This is an optimization exercise on Yosys and OpenROAD, whose aim is small area, a short achievable clock period and few clock cycles, not a production implementation.
Where RTL was checked, it was by simulation tests only, not by an equivalence proof against the original.
For runs 1 to 3, 6 and 7, only the layout was checked, not whether the RTL still works.
The clock port is modelled as an ideal driver, which makes a skipped or thinned clock tree look cheaper than it is; a real chip needs a root buffer or a tree.
No activity file was given, so power comes from the tool's default toggle rates.

<file path="design/flow/design.v">
module fifo #(
	parameter DATA_WIDTH = 8,
	parameter FIFO_DEPTH = 8,
	parameter SWITCH     = 8
)
(
	input                       clk,
	input                       rst_n,
	input      [DATA_WIDTH-1:0] m0_data,
	input                       m0_valid,
	output                      m0_ready,
	input      [DATA_WIDTH-1:0] m1_data,
	input                       m1_valid,
	output reg                  m1_ready,
	output reg [DATA_WIDTH-1:0] odata,
	output reg                  ovalid,
	input                       oready
);
	localparam NQ = FIFO_DEPTH - 1;            
	localparam CW = $clog2(SWITCH);
	reg  [CW-1:0]         cnt;                 
	reg                   sel;                 
	reg                   m0_nrdy;             
	reg  [NQ:1]           qv;                  
	reg                   q_empty;             
	reg  [DATA_WIDTH-1:0] qd [1:NQ];
	assign m0_ready = ~m0_nrdy;
	wire full = m0_nrdy & ~m1_ready;             
	wire [DATA_WIDTH-1:0] in_d = sel ? m1_data : m0_data;
	wire acc  = (m0_valid & m0_ready) | (m1_valid & m1_ready);
	wire pop  = ovalid & oready;
	wire h_load  = ~ovalid | oready;           
	wire [NQ:0] allv = {qv, ovalid};
	wire [NQ:0] hole;
	genvar j;
	generate
		for (j = 0; j <= NQ; j = j + 1) begin : g_hole
			assign hole[j] = ~&allv[j:0];
		end
	endgenerate
	reg one_hole;
	integer k;
	always @(*) begin
		one_hole = 1'b0;
		for (k = 0; k <= NQ; k = k + 1)
			one_hole = one_hole | (~allv[k] & (&(allv | ({{NQ{1'b0}}, 1'b1} << k))));
	end
	wire to_head = acc & q_empty & h_load;
	wire to_tail = acc & ~to_head;
	wire sel_acc = sel ^ (cnt == SWITCH - 1);     
	wire ful_acc = full | one_hole;               
	wire n_m0_nrdy = acc ? (pop ? sel_acc : (sel_acc | ful_acc))
	                     : (pop ? sel     : (sel     | full));
	wire n_m1_rdy  = acc ? (pop ? sel_acc : (sel_acc & ~ful_acc))
	                     : (pop ? sel     : (sel     & ~full));
	wire n_sel     = acc ? sel_acc : sel;
	always @(posedge clk) begin
		odata <= ({DATA_WIDTH{h_load}} & (q_empty ? in_d : qd[1]))
		       | ({DATA_WIDTH{~h_load}} & odata);
		if (hole[NQ]) qd[NQ] <= in_d;
	end
	generate
		for (j = 1; j < NQ; j = j + 1) begin : g_stage
			always @(posedge clk)
				if (hole[j]) qd[j] <= qd[j+1];
		end
	endgenerate
	reg [NQ:1] n_qv;
	always @(*) begin
		for (k = 1; k < NQ; k = k + 1)
			n_qv[k] = hole[k] ? qv[k+1] : qv[k];
		n_qv[NQ] = hole[NQ] ? to_tail : qv[NQ];
		if (~hole[1] & h_load) n_qv[1] = 1'b0;
	end
	always @(posedge clk or negedge rst_n) begin
		if (~rst_n) begin
			cnt      <= 0;
			sel      <= 1'b0;
			qv       <= 0;
			q_empty  <= 1'b1;
		end else begin
			if (acc) cnt <= (cnt == SWITCH - 1) ? 0 : cnt + 1'b1;
			sel      <= n_sel;
			q_empty  <= ~|n_qv;
			qv       <= n_qv;
		end
	end
	always @(posedge clk) begin
		m0_nrdy  <= rst_n & n_m0_nrdy;
		m1_ready <= rst_n & n_m1_rdy;
		ovalid   <= rst_n & (h_load ? (q_empty ? to_head : qv[1]) : ovalid);
	end
endmodule
module wr_interconnect #
(
    parameter DATA_WIDTH = 8,
    parameter ADDR_WIDTH = 16
)
(
	input         			clk,
	input         			rst_n,
	input  [ADDR_WIDTH-1:0] m0_awaddr,
	input         			m0_awvalid,
	output        			m0_awready,
	input  [DATA_WIDTH-1:0] m0_wdata,
	input         			m0_wvalid,
	output        			m0_wready,
	input  [ADDR_WIDTH-1:0] m1_awaddr,
	input         			m1_awvalid,
	output        			m1_awready,
	input  [DATA_WIDTH-1:0] m1_wdata,
	input         			m1_wvalid,
	output        			m1_wready,
	output [ADDR_WIDTH-1:0] mem_awaddr,
	output        			mem_awvalid,
	input         			mem_awready,
	output [DATA_WIDTH-1:0] mem_wdata,
	output        			mem_wvalid,
	input         			mem_wready
);
fifo #(.DATA_WIDTH(ADDR_WIDTH)) AWFIFO (.clk(clk), .rst_n(rst_n),
	.m0_data(m0_awaddr), .m0_valid(m0_awvalid), .m0_ready(m0_awready),
	.m1_data(m1_awaddr), .m1_valid(m1_awvalid), .m1_ready(m1_awready),
	.odata(mem_awaddr), .ovalid(mem_awvalid), .oready(mem_awready));
fifo #(.DATA_WIDTH(DATA_WIDTH)) WFIFO (.clk(clk), .rst_n(rst_n),
	.m0_data(m0_wdata), .m0_valid(m0_wvalid), .m0_ready(m0_wready),
	.m1_data(m1_wdata), .m1_valid(m1_wvalid), .m1_ready(m1_wready),
	.odata(mem_wdata), .ovalid(mem_wvalid), .oready(mem_wready));
endmodule
</file>
<file path="design/flow/flow/run.sh">
#!/bin/bash
set -euo pipefail
here=$(pwd)
bash standard.sh MATCH_CELL_FOOTPRINT=0 "BUFFER_PORTS_ARGS=-buffer_cell sky130_fd_sc_hd__buf_1" "CTS_ARGS=-sink_clustering_enable -repair_clock_nets -dont_use_dummy_load -sink_clustering_size 30 -sink_clustering_max_diameter 100 -buf_list sky130_fd_sc_hd__clkbuf_16" "POST_CTS_TCL=$here/flow/post_cts.tcl" finish > flow_standard.log 2>&1
</file>
<file path="design/flow/flow/post_cts.tcl">
# Drop the H-tree's middle level: the root buffer then drives the leaf
# buffers directly, two buffers from the clock port to every register.
set mid {}
foreach inst [[ord::get_db_block] getInsts] {
  if {[regexp {^clkbuf_[1-9][0-9]*_[0-9]+__f_} [$inst getName]]} { lappend mid [$inst getName] }
}
puts "post_cts: removing [llength $mid] middle clock buffers: $mid"
if {[llength $mid]} {
  remove_buffers {*}$mid
  detailed_placement
  estimate_parasitics -placement
  report_clock_latency
}
</file>
<file path="design/flow/standard.sh">
#!/bin/bash
# synth_recipe.tcl (not shown) runs the flow's synth.tcl, then flattens the netlist and writes it again
# the make line also repeats each setting of config.mk as NAME=value (left out here)
make -C /OpenROAD-flow-scripts/flow DESIGN_CONFIG=/design/flow/config.mk WORK_HOME=/design/flow/orfs CLKGATE_MAP_FILE= SYNTH_SCRIPT=/design/flow/synth_recipe.tcl "${@:-finish}"
</file>
<file path="design/flow/config.mk">
export PLATFORM = sky130hd
export DESIGN_NAME = wr_interconnect
export DESIGN_NICKNAME = wr_interconnect
export VERILOG_FILES = /design/flow/design.v
export SDC_FILE = /design/flow/constraint.sdc
export NUM_CORES = 4
export LEC_CHECK = 0
export CAP_MARGIN = 20
export CORE_MARGIN = 2
export CORE_UTILIZATION = 40
export CTS_BUF_LIST = sky130_fd_sc_hd__clkbuf_4 sky130_fd_sc_hd__clkbuf_8 sky130_fd_sc_hd__clkbuf_16
export CTS_CLUSTER_DIAMETER = 100
export CTS_CLUSTER_SIZE = 30
export SETUP_SLACK_MARGIN = 3.0
export SLEW_MARGIN = 20
</file>
<file path="design/flow/constraint.sdc">
create_clock -name core_clock -period 5.0 [get_ports {clk}]
set_input_delay 1.0000 -clock core_clock [delete_from_list [all_inputs] [get_ports {clk}]]
set_output_delay 1.0000 -clock core_clock [all_outputs]
set_load 0.01 [all_outputs]
</file>
==> results of run 1 <==
layer usage:
layer,global-route usage,vias up,share of wire
met5,0,-,0
met4,0.0356,0,0.011
met3,0.0293,11,0.034
met2,0.205,67,0.49
met1,0.163,1773,0.46
li1,-,1713,-
layout make-up:
type                    count  share of cell area
multi-input cells         159               0.146
clock buffers               9              0.0258
well taps                 265              0.0379
repair buffers             89              0.0425
inverters                   9             0.00387
flip-flops and latches    222               0.744
kinds of logic (layout without fill, tap and decap cells):
kind of cell / after synthesis / after routing / synth area share
flip-flops: 222 / 222 / 0.829
AO/OA/AOI/OAI: 28 / 28 / 0.0254
multiplexers: 51 / 51 / 0.0732
AND/OR/NAND/NOR: 71 / 71 / 0.0491
buffers and inverters: 20 / 107 / 0.0109
adder cells (fa/ha/maj): 4 / 4 / 0.00640
XOR/XNOR: 5 / 5 / 0.00560
where the power goes:
group          internal, mW  switching [mW]
combinational         0.354           0.420
clock                 0.327           0.486
sequential             2.96           0.352
total                  3.64            1.26
placed cells by master (no fill, tap or decap), types with 5 or more instances in the layout:
master,instances
mux2_2,28
clkbuf_2,12
nor3_1,5
dfrtp_1,22
nand3_1,7
nand2b_1,8
nand4b_1,5
mux2_1,22
buf_1,72
inv_1,7
clkbuf_16,9
nand2_1,20
edfxtp_1,192
worst min-delay path by stage:
stage                startpoint                to  slack [ns]  cells past startpoint
2_1_floorplan   AWFIFO.qd[2][0]   AWFIFO.qd[1][0]        0.40                      0
3_3_place_gp    AWFIFO.qd[5][3]   AWFIFO.qd[4][3]        0.40                      0
3_5_place_dp   AWFIFO.qd[2][13]  AWFIFO.qd[1][13]        0.40                      0
5_1_grt         AWFIFO.qd[5][9]   AWFIFO.qd[4][9]        0.43                      0
6_report         WFIFO.qd[4][6]    WFIFO.qd[3][6]        0.42                      0
stage by stage:
| step | cells | power, mW | utilization | cell area (um^2) | worst slack, ns |
|---|---|---|---|---|---|
| global route | 753 | 5.17 | 0.452 | 8740 | 2.97 |
| detailed placement | 741 | 4.11 | 0.436 | 8440 | 2.61 |
| global placement | 741 | 4.03 | 0.436 | 8440 | 2.73 |
| finish | 753 | 4.90 | 0.452 | 8740 | 3.03 |
| floorplan | 401 | 3.75 | - | 7830 | 3.07 |
==> qor.txt, run 1 <==
relative slew slack: 0.446
WP data arrival: 0.97 ns
worst setup path end: mem_awvalid
Min-Delay Path Class: reg -> reg
setup TNS: 0 ns
Layout area overhead: 11.7%
synthesized flop and latch total: 222
Post-synth EDFFs: 192
Yosys top cell by area: edfxtp_1
Mapped Cells: 401
Routed Antenna Nets: 0
Post-synth top cells: 192 x edfxtp_1, 28 x mux2_2, 22 x dfrtp_1, 22 x mux2_1, 22 x nand2_1
Multi-input gate area: 1280 um^2
Max Cap Viol: 0
Worst-path clk slew: 0.11 ns
Synth Cell Area: 7820 um^2
largest net degree at the start of global routing: 31
status: complete, no violations
vias after detailed routing: 3564
initial antenna violation count: 0
RSZ-0062 raised after global routing: yes
Critical Path Slowest Stage Cell: dfxtp_4
diodes inserted: 0
Setup Skew: 0.0426 ns
Final Hold Viols: 0
count of final setup violators: 0
yosys warns: 4
worst r2r path cells: 2
GRT Residual Overflow: 0
Initial DRC Count: 206
DRC viols: 0
maximum fanout along the worst path: 9
Initial Util: 0.405
Slew @ Worst Pin: 0.829 ns
CTS Sinks: 222
Syn Nets: 461
most frequent cell after synthesis: edfxtp_1
Mapped Avg Cell Area: 19.5 um^2
leakage: 3.10 nW
IO Port Bufs: 85
Largest delay share family, worst path: flip-flops
fin nets: 550
flop-to-flop setup slack: 3.14 ns
R2R Path Start: AWFIFO.sel
CP peak stage delay: 0.43 ns
maximum VDD drop: 212 uV
total routed wirelength: 12200 um
Die Ht: 144 um
Die X: 144 um
largest cells by area after synthesis: edfxtp_1 74%, dfrtp_1 7.0%, mux2_2 4.0%
share of the synthesized area in the top cell type: 0.737
WP data required: 4.00 ns
pwr/cell area: 560 nW/um^2
Slew Limit Fails: 0
Levels on crit path: 1
Critical Path Start: AWFIFO.ovalid
crit-path cells: clkbuf_2
CP Buf/Inv Count: 1
core box area: 19300 um^2
drt first pass iters: 4
Tmin final: 1.97 ns
Post-synth ARST share: 0.108
row count: 51
Via density: 4.73
final worst-path cycle share: 0.393
IO Pins: 86
Max Fclk: 0.509 GHz
final hold slack: 0.419 ns
DP Wirelength: 8830 um
synth unique cells: 45
CP Class: reg -> out
global-route wire length before repair: 18900 um
Setup crit end kind: output port
Die ar.: 20700 um^2
CP startpoint kind: flip-flop
clk latency of the worst-skew pair: 0.38 ns
Post-synth top flop: edfxtp_1
register area: 6500 um^2
wire length per cell: 16.1 um
vias in the first global route: 3511
FILL cells: 1658
layout cells sized above 1: 0.145
GP Congestion: 0.753
register area share after synthesis: 0.829
GRT Total Usage: 0.123
==> inputs of run 2 (changes only) <==
--- a/design/flow/design.v
+++ b/design/flow/design.v
@@ -8,7 +8,7 @@
 	input                       rst_n,
 	input      [DATA_WIDTH-1:0] m0_data,
 	input                       m0_valid,
-	output                      m0_ready,
+	output reg                  m0_ready,
 	input      [DATA_WIDTH-1:0] m1_data,
 	input                       m1_valid,
 	output reg                  m1_ready,
@@ -21,16 +21,17 @@
 	reg  [CW-1:0]         cnt;                 
 	reg                   sel;                 
 	reg                   m0_nrdy;             
+	reg                   m1_rdy;              
+	reg                   hv;                  
 	reg  [NQ:1]           qv;                  
 	reg                   q_empty;             
 	reg  [DATA_WIDTH-1:0] qd [1:NQ];
-	assign m0_ready = ~m0_nrdy;
-	wire full = m0_nrdy & ~m1_ready;             
+	wire full = m0_nrdy & ~m1_rdy;               
 	wire [DATA_WIDTH-1:0] in_d = sel ? m1_data : m0_data;
-	wire acc  = (m0_valid & m0_ready) | (m1_valid & m1_ready);
-	wire pop  = ovalid & oready;
-	wire h_load  = ~ovalid | oready;           
-	wire [NQ:0] allv = {qv, ovalid};
+	wire acc  = (m0_valid & ~m0_nrdy) | (m1_valid & m1_rdy);
+	wire pop  = hv & oready;
+	wire h_load  = ~hv | oready;           
+	wire [NQ:0] allv = {qv, hv};
 	wire [NQ:0] hole;
 	genvar j;
 	generate
@@ -54,9 +55,11 @@
 	wire n_m1_rdy  = acc ? (pop ? sel_acc : (sel_acc & ~ful_acc))
 	                     : (pop ? sel     : (sel     & ~full));
 	wire n_sel     = acc ? sel_acc : sel;
+	wire only_s1   = (qv == 1);
+	wire n_q_empty = acc ? (q_empty & h_load) : (q_empty | (only_s1 & h_load));
+	wire n_hv      = h_load ? (q_empty ? to_head : qv[1]) : hv;
 	always @(posedge clk) begin
-		odata <= ({DATA_WIDTH{h_load}} & (q_empty ? in_d : qd[1]))
-		       | ({DATA_WIDTH{~h_load}} & odata);
+		if (h_load) odata <= q_empty ? in_d : qd[1];
 		if (hole[NQ]) qd[NQ] <= in_d;
 	end
 	generate
@@ -76,19 +79,25 @@
 		if (~rst_n) begin
 			cnt      <= 0;
 			sel      <= 1'b0;
+			m0_nrdy  <= 1'b0;
+			m1_rdy   <= 1'b0;
+			hv       <= 1'b0;
 			qv       <= 0;
 			q_empty  <= 1'b1;
 		end else begin
 			if (acc) cnt <= (cnt == SWITCH - 1) ? 0 : cnt + 1'b1;
 			sel      <= n_sel;
-			q_empty  <= ~|n_qv;
+			m0_nrdy  <= n_m0_nrdy;
+			m1_rdy   <= n_m1_rdy;
+			q_empty  <= n_q_empty;
+			hv       <= n_hv;
 			qv       <= n_qv;
 		end
 	end
 	always @(posedge clk) begin
-		m0_nrdy  <= rst_n & n_m0_nrdy;
-		m1_ready <= rst_n & n_m1_rdy;
-		ovalid   <= rst_n & (h_load ? (q_empty ? to_head : qv[1]) : ovalid);
+		m0_ready <= ~rst_n | ~n_m0_nrdy;
+		m1_ready <=  rst_n &  n_m1_rdy;
+		ovalid   <=  rst_n &  n_hv;
 	end
 endmodule
 module wr_interconnect #
==> qor.txt, run 2 <==
status: complete, no violations
Syn Nets: 477
share of the synthesized area in the top cell type: 0.718
largest cells by area after synthesis: edfxtp_1 72%, dfrtp_1 8.7%, mux2_2 7.3%
Die Ht: 146 um
fin nets: 565
Setup crit end kind: output port
leakage: 3.22 nW
GP Congestion: 0.783
RSZ-0062 raised after global routing: yes
final worst setup slack: 3.07 ns
IO Pins: 86
setup TNS: 0 ns
row count: 51
final hold slack: 0.401 ns
R2R Path Start: AWFIFO.hv
GRT Residual Overflow: 0
wire length per cell: 16.5 um
diodes inserted: 0
clk latency of the worst-skew pair: 0.39 ns
Min-Delay Path Class: reg -> reg
worst setup path end: mem_awaddr[13]
yosys warns: 4
relative slew slack: 0.413
register area share after synthesis: 0.827
Cell Area, Placed: 8630 um^2
Post-synth top flop: edfxtp_1
most frequent cells in the layout: 192 x edfxtp_1, 81 x buf_1, 52 x mux2_2
Worst-path clk slew: 0.11 ns
Most flops, register: AWFIFO.qd
Critical Path Start: AWFIFO.odata[13]
Max Cap Viol: 0
Die ar.: 21200 um^2
vias in the first global route: 3692
Post-synth top cells: 192 x edfxtp_1, 52 x mux2_2, 28 x dfrtp_1, 28 x nand2_1
Max Fclk: 0.518 GHz
WP data required: 4.00 ns
Routed Antenna Nets: 0
largest net degree at the start of global routing: 37
Tmin final: 1.93 ns
maximum fanout along the worst path: 1
Slew @ Worst Pin: 0.880 ns
WP data arrival: 0.93 ns
Layout area overhead: 11.1%
Mapped Avg Cell Area: 19.2 um^2
initial antenna violation count: 0
DRC viols: 0
Slew Limit Fails: 0
Levels on crit path: 1
crit-path cells: buf_1
Setup Skew: 0.0221 ns
Post-synth EDFFs: 192
CP Class: reg -> out
flop-to-flop setup slack: 3.12 ns
Initial Util: 0.410
CTS Sinks: 228
Yosys top cell by area: edfxtp_1
maximum VDD drop: 309 uV
synth unique cells: 36
final core occ: 0.455
Final Hold Viols: 0
drt first pass iters: 4
commonest non-fill, non-tap cell in the layout: edfxtp_1
GRT Total Usage: 0.122
layout cells sized above 1: 0.165
most frequent cell after synthesis: edfxtp_1
Largest delay share family, worst path: flip-flops
core box area: 19600 um^2
Synth Cell Area: 8030 um^2
pwr/cell area: 486 nW/um^2
dpl ws: 2.63 ns
vias after detailed routing: 3689
worst r2r path cells: 5
r2r endpoint: AWFIFO.qd[5][1]
top flop regs: AWFIFO.qd x112, WFIFO.qd x56, AWFIFO.odata x16
Critical Path Slowest Stage Cell: edfxtp_1
total routed wirelength: 12700 um
CP peak stage delay: 0.41 ns
global-route wire length before repair: 19800 um
CP Buf/Inv Count: 1
Post-synth ARST share: 0.132
final worst-path cycle share: 0.386
max reg flops: 112
IO Port Bufs: 85
Final Cell Area: 8920 um^2
Die X: 146 um
DP Wirelength: 8530 um
Multi-input gate area: 1340 um^2
count of final setup violators: 0
register area: 6640 um^2
Via density: 4.80
synthesized flop and latch total: 228
Mapped Cells: 417
Initial DRC Count: 290
FILL cells: 1722
CP startpoint kind: flip-flop
==> run 2: through the flow <==
stage          power, mW  std cells
6_report            4.34        768
5_1_grt             4.55        768
3_5_place_dp        3.56        758
3_3_place_gp        3.51        758
2_1_floorplan       3.28        417
==> run 2: final cells by class <==
type                       instances  area share
timing repair buffer              86      0.0386
sequential                       228       0.745
inverter                           8     0.00379
multi-input combinational        172       0.151
tap                              265      0.0372
clock buffer                       9      0.0253
==> run 2: how the worst min path moves through the flow <==
| stage | cells past startpoint | from | end |
|---|---|---|---|
| 3_3_place_gp | 0 | WFIFO.qd[7][6] | WFIFO.qd[6][6] |
| 5_1_grt | 0 | WFIFO.qd[2][0] | WFIFO.qd[1][0] |
| 6_report | 0 | AWFIFO.qd[6][13] | AWFIFO.qd[5][13] |
| 2_1_floorplan | 0 | AWFIFO.qd[2][0] | AWFIFO.qd[1][0] |
| 3_5_place_dp | 0 | AWFIFO.qd[2][4] | AWFIFO.qd[1][4] |
==> run 2: where the power goes <==
group	internal (mW)	switching (mW)	total (mW)
sequential	2.59	0.242	2.83
clock	0.327	0.500	0.827
combinational	0.332	0.345	0.678
total	3.25	1.09	4.34
==> run 2: cells by family after synthesis <==
kind of cell             Yosys count  synth area share
AO/OA/AOI/OAI                     24            0.0204
XOR/XNOR                          10            0.0109
adder cells (fa/ha/maj)            4           0.00624
buffers and inverters             17           0.00904
flip-flops                       228             0.827
multiplexers                      52            0.0730
AND/OR/NAND/NOR                   82            0.0532
==> run 2: routing by layer <==
layer / wire length [um] / global-route usage
met1: 5600 / 0.160
met2: 6420 / 0.205
met3: 506 / 0.0251
met4: 177 / 0.0422
met5: 0 / 0
==> run 2: worst register-to-register path, cell delays in order (launching register included) <==
cell and delay [ns]:
dfrtp_1 0.53, and3_4 0.28, inv_2 0.20, nor2_2 0.31, clkinvlp_4 0.16, buf_12 0.17
==> inputs of run 3 (changes only) <==
==> design/flow/design.v (replaced) <==
module fifo #(
	parameter DATA_WIDTH = 8,
	parameter FIFO_DEPTH = 8,
	parameter SWITCH     = 8
)
(
	input                       clk,
	input                       rst_n,
	input      [DATA_WIDTH-1:0] m0_data,
	input                       m0_valid,
	output                      m0_ready,
	input      [DATA_WIDTH-1:0] m1_data,
	input                       m1_valid,
	output reg                  m1_ready,
	output reg [DATA_WIDTH-1:0] odata,
	output reg                  ovalid,
	input                       oready
);
	localparam NR = FIFO_DEPTH - 1;            
	localparam CW = $clog2(SWITCH);
	localparam RW = $clog2(NR + 1);
	reg  [CW-1:0]         cnt;                 
	reg                   sel;                 
	reg                   m0_nrdy;             
	reg  [RW-1:0]         len;                 
	reg  [RW-1:0]         tail;                
	reg                   take;                
	reg  [DATA_WIDTH-1:0] ring [0:NR-1];
	assign m0_ready = ~m0_nrdy;
	wire [DATA_WIDTH-1:0] in_d = sel ? m1_data : m0_data;
	wire acc    = (m0_valid & ~m0_nrdy) | (m1_valid & m1_ready);
	wire h_load = ~ovalid | oready;            
	wire r_empty = (len == 0);
	wire [RW:0] front_sum = tail + len - 1;
	wire [RW-1:0] front = (front_sum >= NR) ? front_sum - NR : front_sum;
	wire at_exit = ~r_empty & (front == NR - 1);
	wire ins = acc & ~(r_empty & h_load);      
	wire ext = h_load & at_exit;               
	wire [RW-1:0] n_len  = len + ins - ext;
	wire [RW-1:0] n_tail = (ins | tail == NR - 1) ? 0 : tail + 1'b1;
	wire n_take = (n_len == 0) | ((n_len != NR) & (n_tail == 0));
	wire turn_end = acc & (cnt == SWITCH - 1);
	wire n_sel    = sel ^ turn_end;
	wire [DATA_WIDTH-1:0] x_d = take ? in_d : ring[NR-1];
	integer i;
	always @(posedge clk) begin
		ring[0] <= x_d;
		for (i = 1; i < NR; i = i + 1)
			ring[i] <= ring[i-1];
		if (h_load) odata <= x_d;
	end
	always @(posedge clk or negedge rst_n) begin
		if (~rst_n) begin
			cnt      <= 0;
			sel      <= 1'b0;
			m0_nrdy  <= 1'b0;
			m1_ready <= 1'b0;
			ovalid   <= 1'b0;
			len      <= 0;
			tail     <= 0;
			take     <= 1'b1;
		end else begin
			if (acc) cnt <= (cnt == SWITCH - 1) ? 0 : cnt + 1'b1;
			sel      <= n_sel;
			m0_nrdy  <= ~n_take | n_sel;
			m1_ready <= n_take & n_sel;
			if (h_load) ovalid <= r_empty ? acc : at_exit;
			len      <= n_len;
			tail     <= n_tail;
			take     <= n_take;
		end
	end
endmodule
module wr_interconnect #
(
    parameter DATA_WIDTH = 8,
    parameter ADDR_WIDTH = 16
)
(
	input         			clk,
	input         			rst_n,
	input  [ADDR_WIDTH-1:0] m0_awaddr,
	input         			m0_awvalid,
	output        			m0_awready,
	input  [DATA_WIDTH-1:0] m0_wdata,
	input         			m0_wvalid,
	output        			m0_wready,
	input  [ADDR_WIDTH-1:0] m1_awaddr,
	input         			m1_awvalid,
	output        			m1_awready,
	input  [DATA_WIDTH-1:0] m1_wdata,
	input         			m1_wvalid,
	output        			m1_wready,
	output [ADDR_WIDTH-1:0] mem_awaddr,
	output        			mem_awvalid,
	input         			mem_awready,
	output [DATA_WIDTH-1:0] mem_wdata,
	output        			mem_wvalid,
	input         			mem_wready
);
fifo #(.DATA_WIDTH(ADDR_WIDTH)) AWFIFO (.clk(clk), .rst_n(rst_n),
	.m0_data(m0_awaddr), .m0_valid(m0_awvalid), .m0_ready(m0_awready),
	.m1_data(m1_awaddr), .m1_valid(m1_awvalid), .m1_ready(m1_awready),
	.odata(mem_awaddr), .ovalid(mem_awvalid), .oready(mem_awready));
fifo #(.DATA_WIDTH(DATA_WIDTH)) WFIFO (.clk(clk), .rst_n(rst_n),
	.m0_data(m0_wdata), .m0_valid(m0_wvalid), .m0_ready(m0_wready),
	.m1_data(m1_wdata), .m1_valid(m1_wvalid), .m1_ready(m1_wready),
	.odata(mem_wdata), .ovalid(mem_wvalid), .oready(mem_wready));
endmodule
==> qor.txt, run 3 <==
Initial Util: 0.413
Syn Nets: 524
Most flops, register: AWFIFO.ring
maximum fanout along the worst path: 3
Post-synth top flop: dfxtp_1
pwr/cell area: 809 nW/um^2
Hold Path Stages: 0
DRC viols: 0
Die Ht: 130 um
diodes inserted: 0
Min-Delay Path Class: reg -> reg
crit-path cells: inv_1 -> ha_1 -> inv_1 -> ha_2 -> fa_2 -> and2_4 -> or3_4 -> a2111oi_4 -> and2_1 -> ha_1 -> inv_2 -> ha_4 -> inv_2 -> fa_2 -> xnor2_2 -> xnor2_2 -> o22ai_2 -> a221o_1
Mapped Cells: 442
Die ar.: 16800 um^2
Slew Limit Fails: 0
WP data arrival: 4.35 ns
r2r endpoint: WFIFO.m0_nrdy
vias in the first global route: 3211
IO Pins: 86
synthesized flop and latch total: 220
top flop regs: AWFIFO.ring x112, WFIFO.ring x56, AWFIFO.odata x16
Slew @ Worst Pin: 1.01 ns
CP startpoint kind: flip-flop
most frequent cell after synthesis: dfxtp_1
wire length per cell: 12.0 um
RSZ-0062 raised after global routing: yes
drt first pass iters: 4
Largest delay share family, worst path: adder cells
Hold Path End: AWFIFO.ring[3][0]
Routed Antenna Nets: 0
clock power share: 0.134
sequential share of power: 0.517
global-route wire length before repair: 14900 um
CTS Sinks: 220
Final Hold Viols: 0
largest net degree at the start of global routing: 33
GRT Total Usage: 0.117
layout cells sized above 1: 0.128
IO Port Bufs: 85
Setup crit end kind: flip-flop
Layout area overhead: 16.6%
GP Congestion: 0.841
Initial DRC Count: 95
setup TNS: 0 ns
Max Cap Viol: 0
CP Buf/Inv Count: 4
leakage: 3.10 nW
Setup Skew: 0.0350 ns
Worst-path clk slew: 0.10 ns
commonest non-fill, non-tap cell in the layout: dfxtp_1
Via density: 4.30
Logic pwr share: 0.349
largest cells by area after synthesis: dfxtp_1 53%, edfxtp_1 11%, dfrtp_1 10%
Die X: 130 um
final hold slack: 0.291 ns
initial antenna violation count: 0
Post-synth top cells: 168 x dfxtp_1, 34 x inv_1, 34 x nor2_1, 28 x a21oi_1, 26 x dfrtp_1
Post-synth ARST share: 0.127
Post-synth EDFFs: 24
count of final setup violators: 0
CP Class: reg -> reg
yosys warns: 4
relative slew slack: 0.326
GRT Residual Overflow: 0
Sw Share: 0.310
worst r2r path cells: 18
Internal: 4.11 mW
maximum VDD drop: 530 uV
status: complete, no violations
clk latency of the worst-skew pair: 0.38 ns
row count: 45
core box area: 15300 um^2
vias after detailed routing: 3267
CP peak stage delay: 0.44 ns
total routed wirelength: 9140 um
DP Wirelength: 6000 um
Tmin final: 4.08 ns
max reg flops: 112
register area share after synthesis: 0.757
R2R Path Start: WFIFO.tail[1]
sw power: 1.85 mW
Mapped Avg Cell Area: 14.3 um^2
most frequent cells in the layout: 168 x dfxtp_1, 83 x buf_1, 34 x nor2_1
synth unique cells: 42
HP Start: AWFIFO.ring[2][0]
Critical Path Slowest Stage Cell: fa_2
flop-to-flop setup slack: 0.92 ns
WP data required: 5.27 ns
fin nets: 632
share of the synthesized area in the top cell type: 0.532
Synth Cell Area: 6320 um^2
Max Fclk: 0.245 GHz
final worst-path cycle share: 0.815
Yosys top cell by area: dfxtp_1
==> run 3: cell types whose count changed in the layout (fill, tap and decap cells not counted), moves of 8 or more <==
cell      previous run  this run
a21oi_1              0        28
inv_2                2        11
edfxtp_1           192        24
xnor2_1             10         2
nor2_1               5        34
mux2i_1              0        24
buf_4                0        19
ha_1                 4        17
nand2_1             27         9
inv_1                5        23
dfxtp_1              6       168
mux2_2              52         3
==> run 3: kinds of logic (layout without fill, tap and decap cells) <==
logic type / Yosys count / in the layout / synth area share
adders and majority gates: 26 / 26 / 0.0562
xor gates and xnor gates: 8 / 8 / 0.0135
DFF: 220 / 220 / 0.757
muxes: 27 / 27 / 0.0434
AOI/OAI and AO/OA: 53 / 53 / 0.0564
buffers and inverters: 42 / 148 / 0.0255
and+or+nand+nor: 66 / 66 / 0.0475
==> run 3: power groups by stage <==
| stage | sequential, mW | clock [mW] | combinational (mW) |
|---|---|---|---|
| 2_1_floorplan | 3.02 | 0 | 1.28 |
| 3_3_place_gp | 3.11 | 0 | 1.57 |
| 3_5_place_dp | 3.15 | 0 | 1.63 |
| 5_1_grt | 3.19 | 0.899 | 2.35 |
| 6_report | 3.08 | 0.799 | 2.08 |
==> run 3: how the worst max path moves through the flow <==
stage / startpoint / end / slack [ns] / cells past startpoint
after floorplan: WFIFO.len[1] / WFIFO.m0_nrdy / 0.93 / 18
after detailed placement: WFIFO.len[1] / WFIFO.m0_nrdy / 0.72 / 18
final: WFIFO.tail[1] / WFIFO.m0_nrdy / 0.92 / 18
after global routing: WFIFO.tail[1] / WFIFO.m0_nrdy / 0.73 / 18
after global placement: WFIFO.len[1] / WFIFO.m0_nrdy / 0.78 / 18
==> run 3: metrics by stage <==
step	utilization	setup slack [ns]	total power, mW	cell area (um^2)	std cells
3_5_place_dp	0.452	0.715	4.78	6920	732
5_1_grt	0.481	0.729	6.44	7370	759
2_1_floorplan	-	0.929	4.31	6350	442
6_report	0.481	0.925	5.96	7370	759
3_3_place_gp	0.452	0.779	4.67	6920	732
==> run 3: cell type report <==
cell class | count | area (um^2)
repair buffers | 105 | 475
multi-input cells | 180 | 1490
well taps | 211 | 264
fillers | 1388 | 7950
inverters | 34 | 128
clock buffers | 9 | 225
flip-flops and latches | 220 | 4790
==> run 3: routing by layer <==
layer  part of all wire  track usage  vias up
li1                   -            -     1668
met1               0.49        0.149     1501
met2               0.43        0.181       82
met3              0.059       0.0463       16
met4              0.018       0.0417        0
met5                  0            0        -
==> inputs of run 4 (changes only) <==
--- a/design/flow/design.v
+++ b/design/flow/design.v
@@ -33,14 +33,18 @@
 	wire r_empty = (len == 0);
 	wire [RW:0] front_sum = tail + len - 1;
 	wire [RW-1:0] front = (front_sum >= NR) ? front_sum - NR : front_sum;
-	wire at_exit = ~r_empty & (front == NR - 1);
+	reg  at_exit;                              
 	wire ins = acc & ~(r_empty & h_load);      
 	wire ext = h_load & at_exit;               
-	wire [RW-1:0] n_len  = len + ins - ext;
-	wire [RW-1:0] n_tail = (ins | tail == NR - 1) ? 0 : tail + 1'b1;
-	wire n_take = (n_len == 0) | ((n_len != NR) & (n_tail == 0));
-	wire turn_end = acc & (cnt == SWITCH - 1);
-	wire n_sel    = sel ^ turn_end;
+	wire [RW-1:0] tail_inc = (tail == NR - 1) ? 0 : tail + 1'b1;
+	wire [RW-1:0] n_len  = ins ? len + 1'b1 : ext ? len - 1'b1 : len;
+	wire [RW-1:0] n_tail = ins ? 0 : tail_inc;
+	wire n_take = ins ? (len != NR - 1)
+	            : ext ? ((len == 1) | (tail == NR - 1))
+	            :       (r_empty | ((len != NR) & (tail == NR - 1)));
+	wire n_at_exit = ext ? (len != 1) : (~r_empty & (front == NR - 2));
+	wire sel_acc  = sel ^ (cnt == SWITCH - 1);    
+	wire n_sel    = acc ? sel_acc : sel;
 	wire [DATA_WIDTH-1:0] x_d = take ? in_d : ring[NR-1];
 	integer i;
 	always @(posedge clk) begin
@@ -59,6 +63,7 @@
 			len      <= 0;
 			tail     <= 0;
 			take     <= 1'b1;
+			at_exit  <= 1'b0;
 		end else begin
 			if (acc) cnt <= (cnt == SWITCH - 1) ? 0 : cnt + 1'b1;
 			sel      <= n_sel;
@@ -68,6 +73,7 @@
 			len      <= n_len;
 			tail     <= n_tail;
 			take     <= n_take;
+			at_exit  <= n_at_exit;
 		end
 	end
 endmodule
==> qor.txt, run 4 <==
DRC viols: 0
final core occ: 0.468
max reg flops: 112
Setup crit end kind: flip-flop
Final Cell Area: 7410 um^2
Die Ht: 131 um
status: complete, no violations
row count: 46
CTS Sinks: 222
Post-synth top flop: dfxtp_1
commonest non-fill, non-tap cell in the layout: dfxtp_1
Initial Util: 0.407
Post-synth EDFFs: 24
FILL cells: 1423
Mapped Avg Cell Area: 14.0 um^2
Initial DRC Count: 176
relative slew slack: 0.357
top flop regs: AWFIFO.ring x112, WFIFO.ring x56, AWFIFO.odata x16
count of final setup violators: 0
RSZ-0062 raised after global routing: yes
layout cells sized above 1: 0.102
WP data required: 5.31 ns
synthesized flop and latch total: 222
GP Congestion: 0.818
wire length per cell: 12.6 um
fin nets: 643
GRT Residual Overflow: 0
final hold slack: 0.285 ns
Worst-path clk slew: 0.10 ns
setup TNS: 0 ns
Cell Area, Placed: 7010 um^2
Setup Skew: 0.0389 ns
Mapped Cells: 459
synth unique cells: 45
Max Cap Viol: 0
Layout area overhead: 15.0%
Min-Delay Path Class: reg -> reg
maximum VDD drop: 449 uV
pwr/cell area: 726 nW/um^2
initial antenna violation count: 0
core box area: 15800 um^2
largest net degree at the start of global routing: 33
clk latency of the worst-skew pair: 0.38 ns
crit-path cells: inv_2 -> ha_4 -> inv_2 -> ha_4 -> fa_1 -> xnor2_1 -> o31ai_1 -> o21ai_1 -> a21boi_1
DP Wirelength: 6540 um
final worst setup slack: 2.97 ns
leakage: 3.05 nW
CP peak stage delay: 0.47 ns
drt first pass iters: 4
maximum fanout along the worst path: 2
Via density: 4.38
Synth Cell Area: 6440 um^2
WP data arrival: 2.34 ns
share of the synthesized area in the top cell type: 0.522
global-route wire length before repair: 15200 um
final worst-path cycle share: 0.407
CP Class: reg -> reg
Post-synth top cells: 168 x dfxtp_1, 33 x nor2_1, 30 x a21oi_1, 28 x dfrtp_1
Critical Path Slowest Stage Cell: fa_1
GRT Total Usage: 0.118
Final Hold Viols: 0
Slew @ Worst Pin: 0.964 ns
CP startpoint kind: flip-flop
Die X: 131 um
diodes inserted: 0
IO Pins: 86
Slew Limit Fails: 0
Max Fclk: 0.492 GHz
IO Port Bufs: 85
vias in the first global route: 3181
Yosys top cell by area: dfxtp_1
Post-synth ARST share: 0.135
register area share after synthesis: 0.751
Most flops, register: AWFIFO.ring
dpl ws: 2.71 ns
most frequent cells in the layout: 168 x dfxtp_1, 78 x buf_1, 32 x nor2_1
yosys warns: 4
vias after detailed routing: 3387
total routed wirelength: 9730 um
Routed Antenna Nets: 0
Die ar.: 17100 um^2
Syn Nets: 543
most frequent cell after synthesis: dfxtp_1
Tmin final: 2.03 ns
largest cells by area after synthesis: dfxtp_1 52%, edfxtp_1 11%, dfrtp_1 11%
## run 4: cell count changes after synthesis, sizes merged, moves of 3 or more
| cell | previous run | this run |
|---|---|---|
| a31oi | 1 | 4 |
| ha | 22 | 26 |
| nand3 | 0 | 7 |
| inv | 34 | 28 |
| nand2 | 10 | 14 |
| or2 | 3 | 0 |
## run 4: kinds of logic (layout without fill, tap and decap cells)
| logic type | count (synthesis) | count (layout) | synth area share |
|---|---|---|---|
| flip-flops | 222 | 222 | 0.751 |
| AND/OR/NAND/NOR | 75 | 75 | 0.0565 |
| AO/OA/AOI/OAI | 62 | 62 | 0.0593 |
| buffers and inverters | 37 | 135 | 0.0231 |
| adder cells (fa/ha/maj) | 28 | 28 | 0.0567 |
| multiplexers | 26 | 26 | 0.0408 |
| XOR/XNOR | 9 | 9 | 0.0122 |
## run 4: layout make-up
type                    instances  area, um^2  share of cell area
multi-input cells             200        1540               0.207
clock buffers                   9         225              0.0304
repair buffers                 97         418              0.0564
flip-flops and latches        222        4840               0.653
inverters                      29         119              0.0161
well taps                     216         270              0.0365
## run 4: critical path: cells and delay by family, from the launching register on
kind / cells / cell delay [ns]
AOI/OAI and AO/OA: 3 / 0.45
DFF: 1 / 0.39
adders and majority gates: 3 / 0.88
buffers and inverters: 2 / 0.10
xor gates and xnor gates: 1 / 0.15
## run 4: per-stage QoR
stage / cells / power, mW
after floorplan: 459 / 4.00
final: 773 / 5.38
after global routing: 773 / 5.79
after global placement: 752 / 4.35
after detailed placement: 752 / 4.44
## run 4: final timing paths
path / start / endpoint / slack [ns] / depth (start not counted)
worst max-delay path: WFIFO.tail[1] / WFIFO.at_exit / 2.97 / 9
min in group asynchronous: rst_n / WFIFO.ovalid / 0.68 / 1
max in group asynchronous: rst_n / WFIFO.cnt[0] / 3.78 / 1
worst max register to register: WFIFO.tail[1] / WFIFO.at_exit / 2.97 / 9
worst min register to register: AWFIFO.ring[3][0] / AWFIFO.ring[4][0] / 0.29 / 0
worst min-delay path: AWFIFO.ring[3][0] / AWFIFO.ring[4][0] / 0.29 / 0
## run 4: routing by layer
layer  up-vias  GRT usage  wire [um]
li1       1730          -          -
met4         0     0.0432        121
met1      1598      0.148       4600
met5         -          0          0
met3         8     0.0395        395
met2        51      0.190       4610
## run 4: where the power goes
part / switching, mW / leakage [nW] / internal, mW
clock network: 0.472 / 0.111 / 0.326
logic: 0.805 / 0.929 / 0.674
registers: 0.345 / 2.01 / 2.76
total: 1.62 / 3.05 / 3.76
Testbench counts of run 4, summed over its fixed seeds: cycles 1,032.
==> inputs of run 5 (changes only) <==
--- a/design/flow/design.v
+++ b/design/flow/design.v
@@ -24,6 +24,7 @@
 	reg                   m0_nrdy;             
 	reg  [RW-1:0]         len;                 
 	reg  [RW-1:0]         tail;                
+	reg  [RW-1:0]         front;               
 	reg                   take;                
 	reg  [DATA_WIDTH-1:0] ring [0:NR-1];
 	assign m0_ready = ~m0_nrdy;
@@ -31,14 +32,14 @@
 	wire acc    = (m0_valid & ~m0_nrdy) | (m1_valid & m1_ready);
 	wire h_load = ~ovalid | oready;            
 	wire r_empty = (len == 0);
-	wire [RW:0] front_sum = tail + len - 1;
-	wire [RW-1:0] front = (front_sum >= NR) ? front_sum - NR : front_sum;
 	reg  at_exit;                              
 	wire ins = acc & ~(r_empty & h_load);      
 	wire ext = h_load & at_exit;               
 	wire [RW-1:0] tail_inc = (tail == NR - 1) ? 0 : tail + 1'b1;
 	wire [RW-1:0] n_len  = ins ? len + 1'b1 : ext ? len - 1'b1 : len;
 	wire [RW-1:0] n_tail = ins ? 0 : tail_inc;
+	wire [RW-1:0] front_inc = (front == NR - 1) ? 0 : front + 1'b1;
+	wire [RW-1:0] n_front = ext ? front : (ins & r_empty) ? 0 : front_inc;
 	wire n_take = ins ? (len != NR - 1)
 	            : ext ? ((len == 1) | (tail == NR - 1))
 	            :       (r_empty | ((len != NR) & (tail == NR - 1)));
@@ -62,6 +63,7 @@
 			ovalid   <= 1'b0;
 			len      <= 0;
 			tail     <= 0;
+			front    <= 0;
 			take     <= 1'b1;
 			at_exit  <= 1'b0;
 		end else begin
@@ -72,6 +74,7 @@
 			if (h_load) ovalid <= r_empty ? acc : at_exit;
 			len      <= n_len;
 			tail     <= n_tail;
+			front    <= n_front;
 			take     <= n_take;
 			at_exit  <= n_at_exit;
 		end
==> qor.txt, run 5 <==
Worst-path clk slew: 0.11 ns
Post-synth top cells: 168 x dfxtp_1, 40 x nor2_1, 34 x dfrtp_1, 30 x a21oi_1
met1 WL: 4640 um
fin nets: 623
Die Ht: 132 um
Most flops, register: AWFIFO.ring
clk latency of the worst-skew pair: 0.39 ns
register area: 4990 um^2
Syn Nets: 536
CP Buf/Inv Count: 1
non-filler cells, final: 765
leakage: 2.99 nW
largest net degree at the start of global routing: 37
WP data arrival: 0.97 ns
DP Wirelength: 6710 um
Setup crit end kind: output port
Tmin final: 1.97 ns
Synth Cell Area: 6510 um^2
top flop regs: AWFIFO.ring x112, WFIFO.ring x56, AWFIFO.odata x16
DRC viols: 0
Post-synth ARST share: 0.158
Max Cap Viol: 0
Post-synth EDFFs: 24
commonest non-fill, non-tap cell in the layout: dfxtp_1
Max Fclk: 0.509 GHz
GP Congestion: 0.768
Largest delay share family, worst path: flip-flops
maximum fanout along the worst path: 3
final hold slack: 0.307 ns
Placed Cells: 754
drt first pass iters: 4
most frequent cells in the layout: 168 x dfxtp_1, 75 x buf_1, 40 x nor2_1
most frequent cell after synthesis: dfxtp_1
largest cells by area after synthesis: dfxtp_1 52%, dfrtp_1 13%, edfxtp_1 11%
Die X: 132 um
CP startpoint kind: flip-flop
pwr/cell area: 681 nW/um^2
Final Hold Viols: 0
Multi-input gate area: 1420 um^2
Critical Path Slowest Stage Cell: dfrtp_1
initial antenna violation count: 0
total routed wirelength: 9910 um
status: complete, no violations
Mapped Avg Cell Area: 14.0 um^2
max reg flops: 112
crit-path cells: buf_2
CTS Sinks: 228
Via density: 4.47
Die ar.: 17300 um^2
register area share after synthesis: 0.766
layout cells sized above 1: 0.0710
relative slew slack: 0.286
GRT Total Usage: 0.122
Yosys top cell by area: dfxtp_1
vias in the first global route: 3585
Routed Antenna Nets: 0
synth unique cells: 45
Initial DRC Count: 176
IO Port Bufs: 85
CP Class: reg -> out
DR WL met3: 328 um
share of the synthesized area in the top cell type: 0.516
vias after detailed routing: 3421
wire length per cell: 13.0 um
Layout area overhead: 12.3%
Setup Skew: 0.0275 ns
count of final setup violators: 0
IO Pins: 86
Min-Delay Path Class: reg -> reg
CP peak stage delay: 0.43 ns
yosys warns: 4
core box area: 15900 um^2
RSZ-0062 raised after global routing: yes
Initial Util: 0.410
Slew @ Worst Pin: 1.07 ns
WP data required: 4.00 ns
Mapped Cells: 464
WL met2: 4700 um
final worst-path cycle share: 0.393
Slew Limit Fails: 0
synthesized flop and latch total: 228
GRT Residual Overflow: 0
FILL cells: 1460
diodes inserted: 0
maximum VDD drop: 241 uV
row count: 46
Top Layer Used: met4
setup TNS: 0 ns
Post-synth top flop: dfxtp_1
global-route wire length before repair: 16800 um
## run 5: cell count changes after synthesis, moves of 4 or more
cell / delta
nand2_1: +17
a21o_1: +4
inv_1: -14
mux2i_1: +5
ha_1: -10
nor2_1: +7
dfrtp_1: +6
## run 5: layer usage
layer | vias to the layer above | GRT usage
met5 | - | 0
met4 | 0 | 0.0568
met3 | 20 | 0.0378
met2 | 41 | 0.197
met1 | 1634 | 0.149
li1 | 1726 | -
## run 5: power breakdown
group          leakage (nW)  total, mW  internal, mW  switching, mW
registers              2.09       3.21          2.82          0.395
logic                 0.784      0.953         0.416          0.537
clock network         0.111      0.815         0.327          0.488
total                  2.99       4.98          3.56           1.42
## run 5: layout make-up
cell class | count | area share
clock buffer | 9 | 0.0308
inverter | 13 | 0.00770
multi-input combinational | 212 | 0.193
sequential | 228 | 0.682
tap | 216 | 0.0370
timing repair buffer | 87 | 0.0491
## run 5: logic make-up (layout without fill, tap and decap cells)
logic type | count (synthesis) | after routing | synth area share
DFF | 228 | 228 | 0.766
muxes | 32 | 32 | 0.0498
AOI/OAI and AO/OA | 61 | 61 | 0.0590
adders and majority gates | 16 | 16 | 0.0307
and+or+nand+nor | 97 | 97 | 0.0684
buffers and inverters | 24 | 109 | 0.0182
xor gates and xnor gates | 6 | 6 | 0.00807
## run 5: worst paths after layout
kind,depth (start not counted),slack (ns),startpoint,end
setup / recovery,1,3.03,AWFIFO.m1_ready,m1_awready
hold / removal,0,0.31,AWFIFO.ring[3][7],AWFIFO.ring[4][7]
setup reg to reg,2,3.21,AWFIFO.sel,AWFIFO.odata[0]
hold reg to reg,0,0.31,AWFIFO.ring[3][7],AWFIFO.ring[4][7]
max in group asynchronous,1,3.69,rst_n,AWFIFO.at_exit
min in group asynchronous,1,0.72,rst_n,WFIFO.cnt[1]
## run 5: stage by stage
step	setup WS [ns]	utilization	power, mW	cell area [um^2]
after floorplan	2.93	-	3.84	6530
after global placement	2.75	0.444	4.13	7050
after detailed placement	2.62	0.444	4.20	7050
after global routing	2.99	0.460	5.34	7310
final	3.03	0.460	4.98	7310
## run 5: worst register-to-register path: stages (launching register included)
cell,delay (ns)
dfrtp_1,1.07
mux2i_1,0.30
a21oi_1,0.13
Testbench counts of run 5, summed over its fixed seeds: cycles 1,032.
==> inputs of run 6 (changes only) <==
--- a/design/flow/design.v
+++ b/design/flow/design.v
@@ -28,7 +28,6 @@
 	reg                   take;                
 	reg  [DATA_WIDTH-1:0] ring [0:NR-1];
 	assign m0_ready = ~m0_nrdy;
-	wire [DATA_WIDTH-1:0] in_d = sel ? m1_data : m0_data;
 	wire acc    = (m0_valid & ~m0_nrdy) | (m1_valid & m1_ready);
 	wire h_load = ~ovalid | oready;            
 	wire r_empty = (len == 0);
@@ -46,7 +45,11 @@
 	wire n_at_exit = ext ? (len != 1) : (~r_empty & (front == NR - 2));
 	wire sel_acc  = sel ^ (cnt == SWITCH - 1);    
 	wire n_sel    = acc ? sel_acc : sel;
-	wire [DATA_WIDTH-1:0] x_d = take ? in_d : ring[NR-1];
+	wire s_m0 = take & ~sel;
+	wire s_m1 = take &  sel;
+	wire [DATA_WIDTH-1:0] x_d = ({DATA_WIDTH{s_m0}} & m0_data)
+	                          | ({DATA_WIDTH{s_m1}} & m1_data)
+	                          | ({DATA_WIDTH{~take}} & ring[NR-1]);
 	integer i;
 	always @(posedge clk) begin
 		ring[0] <= x_d;
==> qor.txt, run 6 <==
DP Wirelength: 6370 um
IO Pins: 86
Die Ht: 131 um
Synth Cell Area: 6460 um^2
relative slew slack: 0.372
Tot Pwr: 5.04 mW
sw power: 1.43 mW
Slew Limit Fails: 0
max reg flops: 112
Post-synth ARST share: 0.158
global-route wire length before repair: 14700 um
layout cells sized above 1: 0.0870
vias after detailed routing: 3400
Min-Delay Path Class: reg -> reg
row count: 46
share of the synthesized area in the top cell type: 0.521
leakage: 2.98 nW
Post-synth top cells: 168 x dfxtp_1, 38 x nor2_1, 34 x dfrtp_1, 30 x a21oi_1, 26 x mux2i_1
clk latency of the worst-skew pair: 0.38 ns
DRC viols: 0
pwr/cell area: 689 nW/um^2
commonest non-fill, non-tap cell in the layout: dfxtp_1
GP Congestion: 0.710
count of final setup violators: 0
wire length per cell: 12.5 um
Mapped Avg Cell Area: 14.4 um^2
Mapped Cells: 449
CP Class: in -> reg
most frequent cells in the layout: 168 x dfxtp_1, 77 x buf_1, 38 x nor2_1
sequential share of power: 0.635
Routed Antenna Nets: 0
Initial Util: 0.408
RSZ-0062 raised after global routing: no
final core occ: 0.462
Die X: 131 um
Slew @ Worst Pin: 0.941 ns
Setup Skew: 0.0241 ns
maximum VDD drop: 245 uV
Post-synth top flop: dfxtp_1
Worst-path clk slew: 0.11 ns
CP startpoint kind: input port
synthesized flop and latch total: 228
yosys warns: 4
Die ar.: 17200 um^2
most frequent cell after synthesis: dfxtp_1
clock power share: 0.162
fin nets: 614
initial antenna violation count: 0
dpl ws: 2.29 ns
Syn Nets: 521
final worst setup slack: 3.06 ns
diodes inserted: 0
largest net degree at the start of global routing: 37
drt first pass iters: 4
Initial DRC Count: 220
vias in the first global route: 3147
FILL cells: 1430
GRT Total Usage: 0.114
GRT Residual Overflow: 0
Logic pwr share: 0.203
Setup crit end kind: flip-flop
WP data arrival: 2.19 ns
Most flops, register: AWFIFO.ring
Via density: 4.50
final worst-path cycle share: 0.388
largest cells by area after synthesis: dfxtp_1 52%, dfrtp_1 13%, edfxtp_1 11%
IO Port Bufs: 85
top flop regs: AWFIFO.ring x112, WFIFO.ring x56, AWFIFO.odata x16
Sw Share: 0.283
Max Fclk: 0.515 GHz
register area share after synthesis: 0.772
Tmin final: 1.94 ns
maximum fanout along the worst path: 21
core box area: 15800 um^2
CTS Sinks: 228
status: complete, no violations
Final Hold Viols: 0
Post-synth EDFFs: 24
Layout area overhead: 13.4%
total routed wirelength: 9440 um
WP data required: 5.25 ns
setup TNS: 0 ns
synth unique cells: 44
Max Cap Viol: 0
Yosys top cell by area: dfxtp_1
Internal: 3.61 mW
final hold slack: 0.327 ns
## run 6: cell types whose count changed in the layout (fill, tap and decap cells not counted), sizes merged, moves of 3 or more
cell | previous run | this run
nand2 | 29 | 16
a21o | 6 | 2
a31oi | 1 | 4
buf | 80 | 87
o21ai | 7 | 11
mux2i | 29 | 26
inv | 13 | 10
## run 6: path summary, 6_finish.rpt
kind	endpoint	depth (start not counted)	slack, ns	startpoint
min in group asynchronous	WFIFO.cnt[2]	1	0.72	rst_n
hold / removal	AWFIFO.ring[6][14]	0	0.33	AWFIFO.ring[5][14]
hold reg to reg	AWFIFO.ring[6][14]	0	0.33	AWFIFO.ring[5][14]
setup / recovery	AWFIFO.len[1]	6	3.06	mem_awready
max in group asynchronous	AWFIFO.m0_nrdy	1	3.70	rst_n
setup reg to reg	AWFIFO.len[1]	7	3.18	AWFIFO.len[0]
## run 6: metal layers
layer	vias up	wire, um	GRT usage
li1	1696	-	-
met1	1629	4580	0.147
met2	65	4240	0.173
met3	10	445	0.0407
met4	0	167	0.0519
met5	-	0	0
## run 6: cells by family (layout without fill, tap and decap cells)
group / Yosys count / in the layout / share of synthesized area
flip-flops: 228 / 228 / 0.772
AO/OA/AOI/OAI: 66 / 66 / 0.0647
XOR/XNOR: 6 / 6 / 0.00814
adder cells (fa/ha/maj): 16 / 16 / 0.0310
AND/OR/NAND/NOR: 81 / 81 / 0.0595
buffers and inverters: 21 / 112 / 0.0151
multiplexers: 31 / 31 / 0.0490
## run 6: worst max-delay path, cell delays in order
cell     delay, ns
buf_1         0.10
nor2b_4       0.21
inv_8         0.11
a21oi_2       0.38
nor3_1        0.11
a211o_1       0.28
## run 6: per-stage QoR
step,std cells,area [um^2]
final,756,7320
after global placement,739,7010
after global routing,756,7320
after floorplan,449,6480
after detailed placement,739,7010
## run 6: area by class of cell
| cell class | count | area, um^2 | area share |
|---|---|---|---|
| Sequential cell | 228 | 4990 | 0.681 |
| Multi-Input combinational cell | 200 | 1390 | 0.190 |
| Timing Repair Buffer | 93 | 402 | 0.0549 |
| Tap cell | 216 | 270 | 0.0369 |
| Clock buffer | 9 | 225 | 0.0308 |
| Inverter | 10 | 45.0 | 0.00615 |
## run 6: power groups by stage
stage / Combinational, mW / Clock (mW) / Sequential (mW)
global route: 1.17 / 0.912 / 3.31
global placement: 0.942 / 0 / 3.23
detailed placement: 0.983 / 0 / 3.27
finish: 1.02 / 0.816 / 3.20
floorplan: 0.750 / 0 / 3.14
==> inputs of run 7 (changes only) <==
--- a/design/flow/design.v
+++ b/design/flow/design.v
@@ -22,34 +22,34 @@
 	reg  [CW-1:0]         cnt;                 
 	reg                   sel;                 
 	reg                   m0_nrdy;             
-	reg  [RW-1:0]         len;                 
+	reg                   r_empty;             
 	reg  [RW-1:0]         tail;                
 	reg  [RW-1:0]         front;               
 	reg                   take;                
 	reg  [DATA_WIDTH-1:0] ring [0:NR-1];
 	assign m0_ready = ~m0_nrdy;
+	wire [DATA_WIDTH-1:0] in_d = sel ? m1_data : m0_data;
 	wire acc    = (m0_valid & ~m0_nrdy) | (m1_valid & m1_ready);
 	wire h_load = ~ovalid | oready;            
-	wire r_empty = (len == 0);
+	wire [RW-1:0] f_m_t = (front >= tail) ? front - tail : front + NR - tail;
+	wire len1 = ~r_empty & (f_m_t == 0);
+	wire len6 = (f_m_t == NR - 2);
+	wire full = (f_m_t == NR - 1);
 	reg  at_exit;                              
 	wire ins = acc & ~(r_empty & h_load);      
 	wire ext = h_load & at_exit;               
 	wire [RW-1:0] tail_inc = (tail == NR - 1) ? 0 : tail + 1'b1;
-	wire [RW-1:0] n_len  = ins ? len + 1'b1 : ext ? len - 1'b1 : len;
+	wire n_r_empty = ins ? 1'b0 : ext ? len1 : r_empty;
 	wire [RW-1:0] n_tail = ins ? 0 : tail_inc;
 	wire [RW-1:0] front_inc = (front == NR - 1) ? 0 : front + 1'b1;
 	wire [RW-1:0] n_front = ext ? front : (ins & r_empty) ? 0 : front_inc;
-	wire n_take = ins ? (len != NR - 1)
-	            : ext ? ((len == 1) | (tail == NR - 1))
-	            :       (r_empty | ((len != NR) & (tail == NR - 1)));
-	wire n_at_exit = ext ? (len != 1) : (~r_empty & (front == NR - 2));
+	wire n_take = ins ? (r_empty | ~len6)
+	            : ext ? (len1 | (tail == NR - 1))
+	            :       (r_empty | (~full & (tail == NR - 1)));
+	wire n_at_exit = ext ? ~len1 : (~r_empty & (front == NR - 2));
 	wire sel_acc  = sel ^ (cnt == SWITCH - 1);    
 	wire n_sel    = acc ? sel_acc : sel;
-	wire s_m0 = take & ~sel;
-	wire s_m1 = take &  sel;
-	wire [DATA_WIDTH-1:0] x_d = ({DATA_WIDTH{s_m0}} & m0_data)
-	                          | ({DATA_WIDTH{s_m1}} & m1_data)
-	                          | ({DATA_WIDTH{~take}} & ring[NR-1]);
+	wire [DATA_WIDTH-1:0] x_d = take ? in_d : ring[NR-1];
 	integer i;
 	always @(posedge clk) begin
 		ring[0] <= x_d;
@@ -64,7 +64,7 @@
 			m0_nrdy  <= 1'b0;
 			m1_ready <= 1'b0;
 			ovalid   <= 1'b0;
-			len      <= 0;
+			r_empty  <= 1'b1;
 			tail     <= 0;
 			front    <= 0;
 			take     <= 1'b1;
@@ -75,7 +75,7 @@
 			m0_nrdy  <= ~n_take | n_sel;
 			m1_ready <= n_take & n_sel;
 			if (h_load) ovalid <= r_empty ? acc : at_exit;
-			len      <= n_len;
+			r_empty  <= n_r_empty;
 			tail     <= n_tail;
 			front    <= n_front;
 			take     <= n_take;
==> qor.txt, run 7 <==
leakage: 3.16 nW
Tmin final: 2.24 ns
drt first pass iters: 4
register area share after synthesis: 0.745
Via density: 4.61
setup TNS: 0 ns
Yosys top cell by area: dfxtp_1
Min-Delay Path Class: reg -> reg
final worst-path cycle share: 0.449
crit-path cells: ha_1 -> nand2_1 -> o211a_1 -> or3_1 -> mux2i_1 -> a22oi_2 -> and2_1
Max Fclk: 0.446 GHz
WP data arrival: 2.53 ns
yosys warns: 4
relative slew slack: 0.343
Die Ht: 132 um
global-route wire length before repair: 17300 um
Initial DRC Count: 133
commonest non-fill, non-tap cell in the layout: dfxtp_1
most frequent cells in the layout: 168 x dfxtp_1, 76 x buf_1, 35 x a21oi_1
DRC viols: 0
vias after detailed routing: 3726
Post-synth ARST share: 0.143
Mapped Avg Cell Area: 13.8 um^2
Syn Nets: 549
Final Hold Viols: 0
Die ar.: 17500 um^2
top flop regs: AWFIFO.ring x112, WFIFO.ring x56, AWFIFO.odata x16
Final Cell Area: 7800 um^2
Cell Area, Placed: 7140 um^2
status: complete, no violations
Initial Util: 0.412
IO Port Bufs: 85
RSZ-0062 raised after global routing: yes
Die X: 132 um
Setup Skew: 0.0255 ns
Slew Limit Fails: 0
final hold slack: 0.310 ns
most frequent cell after synthesis: dfxtp_1
count of final setup violators: 0
maximum fanout along the worst path: 6
core box area: 15900 um^2
layout cells sized above 1: 0.174
CP startpoint kind: flip-flop
initial antenna violation count: 0
WP data required: 5.29 ns
fin nets: 666
Layout area overhead: 18.8%
Worst-path clk slew: 0.11 ns
vias in the first global route: 3596
Post-synth EDFFs: 24
GRT Residual Overflow: 0
Mapped Cells: 477
Synth Cell Area: 6570 um^2
share of the synthesized area in the top cell type: 0.512
CP peak stage delay: 0.47 ns
GP Congestion: 0.769
clk latency of the worst-skew pair: 0.38 ns
CP Class: reg -> reg
Routed Antenna Nets: 0
diodes inserted: 0
Slew @ Worst Pin: 0.986 ns
synth unique cells: 50
CTS Sinks: 224
Critical Path Slowest Stage Cell: dfrtp_1
max reg flops: 112
Setup crit end kind: flip-flop
maximum VDD drop: 503 uV
total routed wirelength: 10900 um
IO Pins: 86
largest net degree at the start of global routing: 33
Most flops, register: AWFIFO.ring
wire length per cell: 13.4 um
Post-synth top flop: dfxtp_1
row count: 46
synthesized flop and latch total: 224
DP Wirelength: 6980 um
Max Cap Viol: 0
pwr/cell area: 754 nW/um^2
GRT Total Usage: 0.127
largest cells by area after synthesis: dfxtp_1 51%, edfxtp_1 11%, dfrtp_1 11%
final core occ: 0.489
Tot Pwr: 5.89 mW
Post-synth top cells: 168 x dfxtp_1, 36 x a21oi_1, 29 x mux2i_1, 29 x nor2_1, 28 x dfrtp_1
run 7: report_power, final:
group / internal [mW] / switching (mW) / total, mW
registers: 2.78 / 0.369 / 3.15
logic: 0.936 / 0.985 / 1.92
clock network: 0.327 / 0.486 / 0.813
total: 4.05 / 1.84 / 5.89
run 7: path summary, 6_finish.rpt:
path,startpoint,end,slack [ns],depth (start not counted)
max,AWFIFO.front[2],AWFIFO.m1_ready,2.76,7
min,WFIFO.ring[3][6],WFIFO.ring[4][6],0.31,0
max reg2reg,AWFIFO.front[2],AWFIFO.m1_ready,2.76,7
min reg2reg,WFIFO.ring[3][6],WFIFO.ring[4][6],0.31,0
max in group asynchronous,rst_n,AWFIFO.tail[1],3.70,1
min in group asynchronous,rst_n,AWFIFO.cnt[1],0.70,1
run 7: cell families (layout without fill, tap and decap cells):
logic type,Yosys count,in the layout,share of synthesized area
flip-flops,224,224,0.745
AND/OR/NAND/NOR,92,93,0.0692
AO/OA/AOI/OAI,81,81,0.0817
multiplexers,32,32,0.0494
buffers and inverters,30,144,0.0173
adder cells (fa/ha/maj),16,16,0.0351
XOR/XNOR,2,2,0.00267
run 7: layer usage:
layer	share of wire	up-vias	wire, um	global-route usage
met2	0.46	98	5010	0.201
met3	0.047	22	507	0.0304
li1	-	1854	-	-
met4	0.028	0	306	0.0700
met5	0	-	0	0
met1	0.46	1752	5040	0.161
run 7: metrics by stage:
step,setup slack [ns],cells
3_3_place_gp,2.54,766
6_report,2.76,808
2_1_floorplan,2.76,477
3_5_place_dp,2.47,766
5_1_grt,2.66,808
run 7: layout make-up:
class	count	area, um^2
fill	1399	8140
multi-input combinational	224	1760
timing repair buffer	117	582
inverter	18	70.1
clock buffer	9	225
sequential	224	4890
tap	216	270
run 7: critical path: cells and delay by family (launching register included):
kind | cells | cell delay [ns]
and+or+nand+nor | 3 | 0.72
DFF | 1 | 0.47
adders and majority gates | 1 | 0.40
AOI/OAI and AO/OA | 2 | 0.38
muxes | 1 | 0.18

## what the ideal ports hide
Ports are ideal in the flow. The routed layouts listed here were re-timed in OpenROAD.
Step 1 (the two cells are an assumption about what drives the block):
set clk [get_ports {clk}]
set_driving_cell -lib_cell sky130_fd_sc_hd__clkbuf_16 $clk
set_driving_cell -lib_cell sky130_fd_sc_hd__buf_2 [delete_from_list [all_inputs] $clk]
Step 2 moves the port delays by t, midway between the first and last clock arrival at a register: inputs arrive t later, outputs are due t later. That takes back most of the time a late clock gives input paths.
Three values: ideal, step 1, step 2; two values: the first two.
run | t, ns | slack for setup (ns) | clock arrival spread, ns | worst register clock-pin slew, ns | worst data-port slew with drivers (ns)
run 1 | 0.399 | 3.035 / 2.996 / 2.808 | 0.043 / 0.043 | 0.11 / 0.11 | 0.03
run 2 | 0.414 | 3.068 / 3.028 / 2.733 | 0.023 / 0.022 | 0.11 / 0.11 | 0.04
run 3 | 0.401 | 0.925 / 0.925 / 0.925 | 0.035 / 0.035 | 0.10 / 0.10 | 0.03
run 4 | 0.397 | 2.967 / 2.967 / 2.731 | 0.039 / 0.039 | 0.10 / 0.10 | 0.03
run 5 | 0.413 | 3.034 / 2.994 / 2.718 | 0.029 / 0.029 | 0.11 / 0.11 | 0.05
run 6 | 0.407 | 3.059 / 3.023 / 2.660 | 0.025 / 0.025 | 0.11 / 0.11 | 0.05
run 7 | 0.408 | 2.757 / 2.757 / 2.631 | 0.026 / 0.026 | 0.11 / 0.11 | 0.03
After both steps setup and hold are still met in every run listed. The setup slack of run 6, which loses most, moves by -0.036 ns with the drivers and by -0.399 ns with both steps.
